Context: an optimization exercise on an open-source flow, tuned for small area, a short achievable clock period and few clock cycles per item. The choices shown serve that exercise and are no tape-out recipe. The RTL was checked by simulation tests, not by an equivalence proof against the original design. Power is estimated from default activity; no workload was simulated.

Setup of old:
==> flow/design.v <==
module qoi_decompressor (
    input  wire        rstn,
    input  wire        clk,
    output wire        i_tready,
    input  wire        i_tvalid,
    input  wire        i_tlast,
    input  wire [31:0] i_tdata,      
    input  wire        o_tready,
    output reg         o_tvalid,
    output reg         o_tlast,
    output reg  [ 7:0] o_R, o_G, o_B,
    output wire [31:0] o_width, o_height
);
localparam [2:0] H_MAGIC = 3'd0,
                 H_WIDTH = 3'd1,
                 H_HEIGHT= 3'd2,
                 H_2BYTE = 3'd3,
                 S_DATA  = 3'd4,
                 S_FLUSH = 3'd5;
reg  [ 2:0] state;
reg         finished;       
reg  [15:0] width, height;
assign o_width  = {16'd0, width};
assign o_height = {16'd0, height};
reg  [23:0] prev;           
reg  [ 5:0] hp;             
reg  [15:0] xr, yr;         
reg         done;           
reg         skid_v, skid_last;
reg         c1v;
reg  [31:0] c1;             
reg         c2v;
reg         c2_add;         
reg         c2_idx;         
reg         c2_rec;         
reg  [23:0] c2_opnd;
reg  [ 5:0] c2_hv;          
reg  [ 5:0] c2_hv2;
reg  [ 5:0] c2_run;         
reg         c3v;
reg         c3_add, c3_idx;
reg  [23:0] c3_opnd;
reg  [ 5:0] c3_hv;
reg  [ 5:0] c3_run;         
reg         c3_run0;        
wire fire    = c3v & ~skid_v & ~done;
wire c3_take = fire & c3_run0;
wire c3_free = ~c3v | c3_take;
wire c2_adv  = c2v & c3_free;
wire c2_free = ~c2v | c3_free;
wire s2_adv  = c1v & c2_free;
wire c1_free = ~c1v | s2_adv;
reg  [ 1:0] rem_cnt;
reg  [23:0] rem;
function [2:0] clen_of(input [7:0] b);
    clen_of = (b[7:6] == 2'b10) ? 3'd2 :
              (b[7:1] == 7'b1111111) ? 3'd4 : 3'd1;
endfunction
wire [2:0] clen_rem = clen_of(rem[7:0]);
wire       enough   = ({1'b0, rem_cnt} >= clen_rem);
wire [55:0] m = (rem_cnt == 2'd0) ? {24'h0, i_tdata                } :
                (rem_cnt == 2'd1) ? {16'h0, i_tdata, rem[ 7:0]} :
                (rem_cnt == 2'd2) ? { 8'h0, i_tdata, rem[15:0]} :
                                    {       i_tdata, rem      } ;
wire [2:0] clen = clen_of(m[7:0]);
wire data_rdy = ~finished & ~enough & c1_free & ~done;
assign i_tready = (state == H_WIDTH) ? ~o_tvalid :
                  (state == S_DATA ) ? data_rdy  : 1'b1;
wire in_take = i_tvalid & i_tready;
wire s1_fire = (state == S_DATA) & ~done & c1_free & (enough | (i_tvalid & data_rdy));
wire [15:0] in_be = {i_tdata[23:16], i_tdata[31:24]};    
always @(posedge clk or negedge rstn)
    if (~rstn) begin
        state    <= H_MAGIC;
        finished <= 1'b0;
        rem_cnt  <= 2'd0;
        c1v      <= 1'b0;
    end else begin
        if (s1_fire)     c1v <= 1'b1;
        else if (s2_adv) c1v <= 1'b0;
        case (state)
            H_MAGIC : if (in_take) state <= H_WIDTH;
            H_WIDTH : if (in_take) state <= H_HEIGHT;
            H_HEIGHT: if (in_take) state <= H_2BYTE;
            H_2BYTE : if (in_take) begin
                state    <= S_DATA;
                rem_cnt  <= 2'd2;
                finished <= 1'b0;
            end
            S_DATA  : if (done) begin
                state   <= finished ? H_MAGIC : S_FLUSH;
                rem_cnt <= 2'd0;
                c1v     <= 1'b0;
            end else if (s1_fire) begin
                rem_cnt <= rem_cnt - clen[1:0];    
                if (~enough) finished <= i_tlast;
            end
            default : if (in_take & i_tlast) state <= H_MAGIC;    
        endcase
    end
always @(posedge clk) begin
    if (state == H_WIDTH && in_take) width  <= in_be;
    if (state == H_HEIGHT && in_take) height <= in_be;
    if (state == H_2BYTE) rem <= {8'h0, i_tdata[31:16]};
    else if (s1_fire) begin
        c1  <= m[31:0];
        rem <= (clen == 3'd1) ? m[31: 8] :
               (clen == 3'd2) ? m[39:16] : m[55:32];
    end
end
reg  [17:0] tab [0:63];     
wire [ 7:0] t0 = c1[7:0];
wire [ 5:0] ci = t0[5:0];
wire [17:0] te = tab[ci];
wire        f2 = (ci == hp);
wire [23:0] tv = f2 ? prev : {te, ci - 6'd53};
wire [ 7:0] df_r = {6'd0, t0[5:4]} - 8'd2;
wire [ 7:0] df_g = {6'd0, t0[3:2]} - 8'd2;
wire [ 7:0] df_b = {6'd0, t0[1:0]} - 8'd2;
wire [ 5:0] df_h = {4'd0, t0[5:4]} * 6'd3 + {4'd0, t0[3:2]} * 6'd5 + {4'd0, t0[1:0]} * 6'd7 + 6'd34;
wire [ 5:0] lu_u = t0[5:0];
wire [ 3:0] lu_1 = c1[15:12];
wire [ 3:0] lu_2 = c1[11: 8];
wire [ 7:0] lu_g = {2'd0, lu_u} - 8'd32;
wire [ 7:0] lu_r = {2'd0, lu_u} + {4'd0, lu_1} - 8'd40;
wire [ 7:0] lu_b = {2'd0, lu_u} + {4'd0, lu_2} - 8'd40;
wire [ 5:0] lu_h1 = lu_u * 6'd15 + 6'd16;
wire [ 5:0] lu_h2 = {2'd0, lu_1} * 6'd3 + {2'd0, lu_2} * 6'd7;
wire [23:0] rgb_lit = {c1[15:8], c1[23:16], c1[31:24]};
wire [ 5:0] rgb_h1 = c1[13:8] * 6'd3 + c1[21:16] * 6'd5;
wire [ 5:0] rgb_h2 = c1[29:24] * 6'd7 + 6'd53;
always @(posedge clk or negedge rstn)
    if (~rstn) c2v <= 1'b0;
    else if (done) c2v <= 1'b0;
    else if (s2_adv) c2v <= 1'b1;
    else if (c2_adv) c2v <= 1'b0;
always @(posedge clk)
    if (s2_adv) begin
        c2_run <= 6'd0;
        c2_rec <= 1'b0;
        c2_hv2 <= 6'd0;
        case (t0[7:6])
            2'b00: begin
                c2_add <= 1'b0; c2_idx <= 1'b1; c2_rec <= ~f2;
                c2_opnd <= tv;
                c2_hv <= ci;
            end
            2'b01: begin
                c2_add <= 1'b1; c2_idx <= 1'b0;
                c2_opnd <= {df_r, df_g, df_b};
                c2_hv <= df_h;
            end
            2'b10: begin
                c2_add <= 1'b1; c2_idx <= 1'b0;
                c2_opnd <= {lu_r, lu_g, lu_b};
                c2_hv <= lu_h1; c2_hv2 <= lu_h2;
            end
            default: if (t0[5:1] != 5'b11111) begin
                c2_add <= 1'b1; c2_idx <= 1'b0;
                c2_opnd <= 24'd0;
                c2_hv <= 6'd0;
                c2_run <= ci;
            end else begin
                c2_add <= 1'b0; c2_idx <= 1'b0;
                c2_opnd <= rgb_lit;
                c2_hv <= rgb_h1; c2_hv2 <= rgb_h2;
            end
        endcase
    end
wire [ 5:0] e_l1 = c2_opnd[21:16];
wire [ 5:0] e_l2 = c2_opnd[13: 8];
wire [ 5:0] e_h  = c2_opnd[ 5: 0];
wire [ 5:0] e_r  = {e_h[4:0], 1'b0} - {e_l1[3:0], 2'b0} - e_l2;
wire [ 5:0] e_g  = e_l1 + {e_l2[4:0], 1'b0} - e_h;
wire [ 5:0] e_b  = e_l1 - e_l2;
wire [23:0] e_v  = {c2_opnd[23:22], e_r, c2_opnd[15:14], e_g, c2_opnd[7:6], e_b};
wire        f3  = c2_idx & (c2_hv == hp);
always @(posedge clk or negedge rstn)
    if (~rstn) c3v <= 1'b0;
    else if (done) c3v <= 1'b0;
    else if (c2_adv) c3v <= 1'b1;
    else if (c3_take) c3v <= 1'b0;
always @(posedge clk)
    if (c2_adv) begin
        c3_add  <= c2_add;
        c3_idx  <= c2_idx;
        c3_hv   <= c2_hv + c2_hv2;
        c3_run  <= c2_run;
        c3_run0 <= (c2_run == 6'd0);
        c3_opnd <= f3 ? prev : c2_rec ? e_v : c2_opnd;
    end else if (fire & ~c3_run0) begin
        c3_run  <= c3_run - 6'd1;
        c3_run0 <= (c3_run == 6'd1);
    end
wire [ 7:0] a_r = prev[23:16] + c3_opnd[23:16];
wire [ 7:0] a_g = prev[15: 8] + c3_opnd[15: 8];
wire [ 7:0] a_b = prev[ 7: 0] + c3_opnd[ 7: 0];
wire        fwd = c3_idx & (c3_hv == hp);
wire [23:0] p   = c3_add ? {a_r, a_g, a_b} : fwd ? prev : c3_opnd;
wire [ 5:0] hpn = c3_add ? hp + c3_hv : c3_hv;
wire        x1  = (xr == 16'd1);
wire        last = x1 & (yr == 16'd1);
always @(posedge clk)
    if (state == H_HEIGHT && in_take) begin
        prev <= 24'd0;
        hp   <= 6'd53;
        xr   <= width;
        yr   <= in_be;
    end else if (fire) begin
        prev <= p;
        hp   <= hpn;
        if (x1) begin
            xr <= width;
            yr <= yr - 16'd1;
        end else
            xr <= xr - 16'd1;
    end
always @(posedge clk or negedge rstn)
    if (~rstn) done <= 1'b1;
    else if (state == H_HEIGHT && in_take) done <= 1'b0;
    else if (fire & last) done <= 1'b1;
wire [ 5:0] w_l2 = prev[21:16] + {prev[12:8] + prev[4:0], 1'b0};
wire [ 5:0] w_l1 = w_l2 + prev[5:0];
always @(posedge clk)
    tab[hp] <= {prev[23:22], w_l1, prev[15:14], w_l2, prev[7:6]};
wire o_free = ~o_tvalid | o_tready;
always @(posedge clk or negedge rstn)
    if (~rstn) begin
        o_tvalid <= 1'b0;
        skid_v   <= 1'b0;
    end else if (o_free) begin
        o_tvalid <= skid_v | fire;
        skid_v   <= 1'b0;
    end else if (fire)
        skid_v   <= 1'b1;
always @(posedge clk)
    if (o_free) begin
        {o_R, o_G, o_B} <= skid_v ? prev : p;
        o_tlast         <= skid_v ? skid_last : last;
    end else if (fire)
        skid_last <= last;
endmodule
Settings: LEC_CHECK=0, CAP_MARGIN=20, CORE_MARGIN=2, CORE_UTILIZATION=40, SLEW_MARGIN=20; clock period 10.0 ns.
run.sh (not shown) runs the stock make flow with config.mk's settings and CLKGATE_MAP_FILE= SYNTH_SCRIPT=/design/flow/synth_recipe.tcl, a recipe that flattens the netlist after the stock synthesis.
old reached the end of the flow, and the finished layout is clean on the timing, design-rule and antenna checks.
Testbench counts of old, summed over its fixed seeds: cycles 49,382, pixels 48,510.
### old -> new
- SETUP_SLACK_MARGIN newly set to 5
As far as count of hold buffers inserted by post-cts repair goes, new and old are indistinguishable; the numbers are identical.
Global-route wire length before repair: old vs new — no meaningful difference
[new vs old] worst hold slack: lower in new
The combinational power of old and that of new are within noise of each other.
Sort new and old by total CTS buffers, descending, and old comes first.
In terms of standby leakage power, new and old differ only marginally.

afterwards: timing with drivers on the ports:
Ports are ideal in the flow. The routed layouts listed here were re-timed in OpenROAD.
Step 1 sets driving cells, clkbuf_16 on the clock port and buf_2 on the other inputs (assumed; they add their load-dependent delay and slew).
Step 2 moves the port delays by t, midway between the first and last clock arrival at a register: inputs arrive t later, outputs are due t later. That takes back most of the time a late clock gives input paths.
Three values: no drivers, after step 1, after step 2; two values: the first two.
run | t (ns) | slack for setup (ns) | slew at the worst register clock pin (ns) | worst slew at a driven data input, ns | cell pins on the clock port's net
old | 0.847 | 3.924 / 3.844 / 4.690 | 0.06 / 0.06 | 0.07 | 1
new | 0.837 | 4.886 / 4.810 / 5.147 | 0.06 / 0.06 | 0.07 | 1
After both steps setup and hold are still met in every run listed.
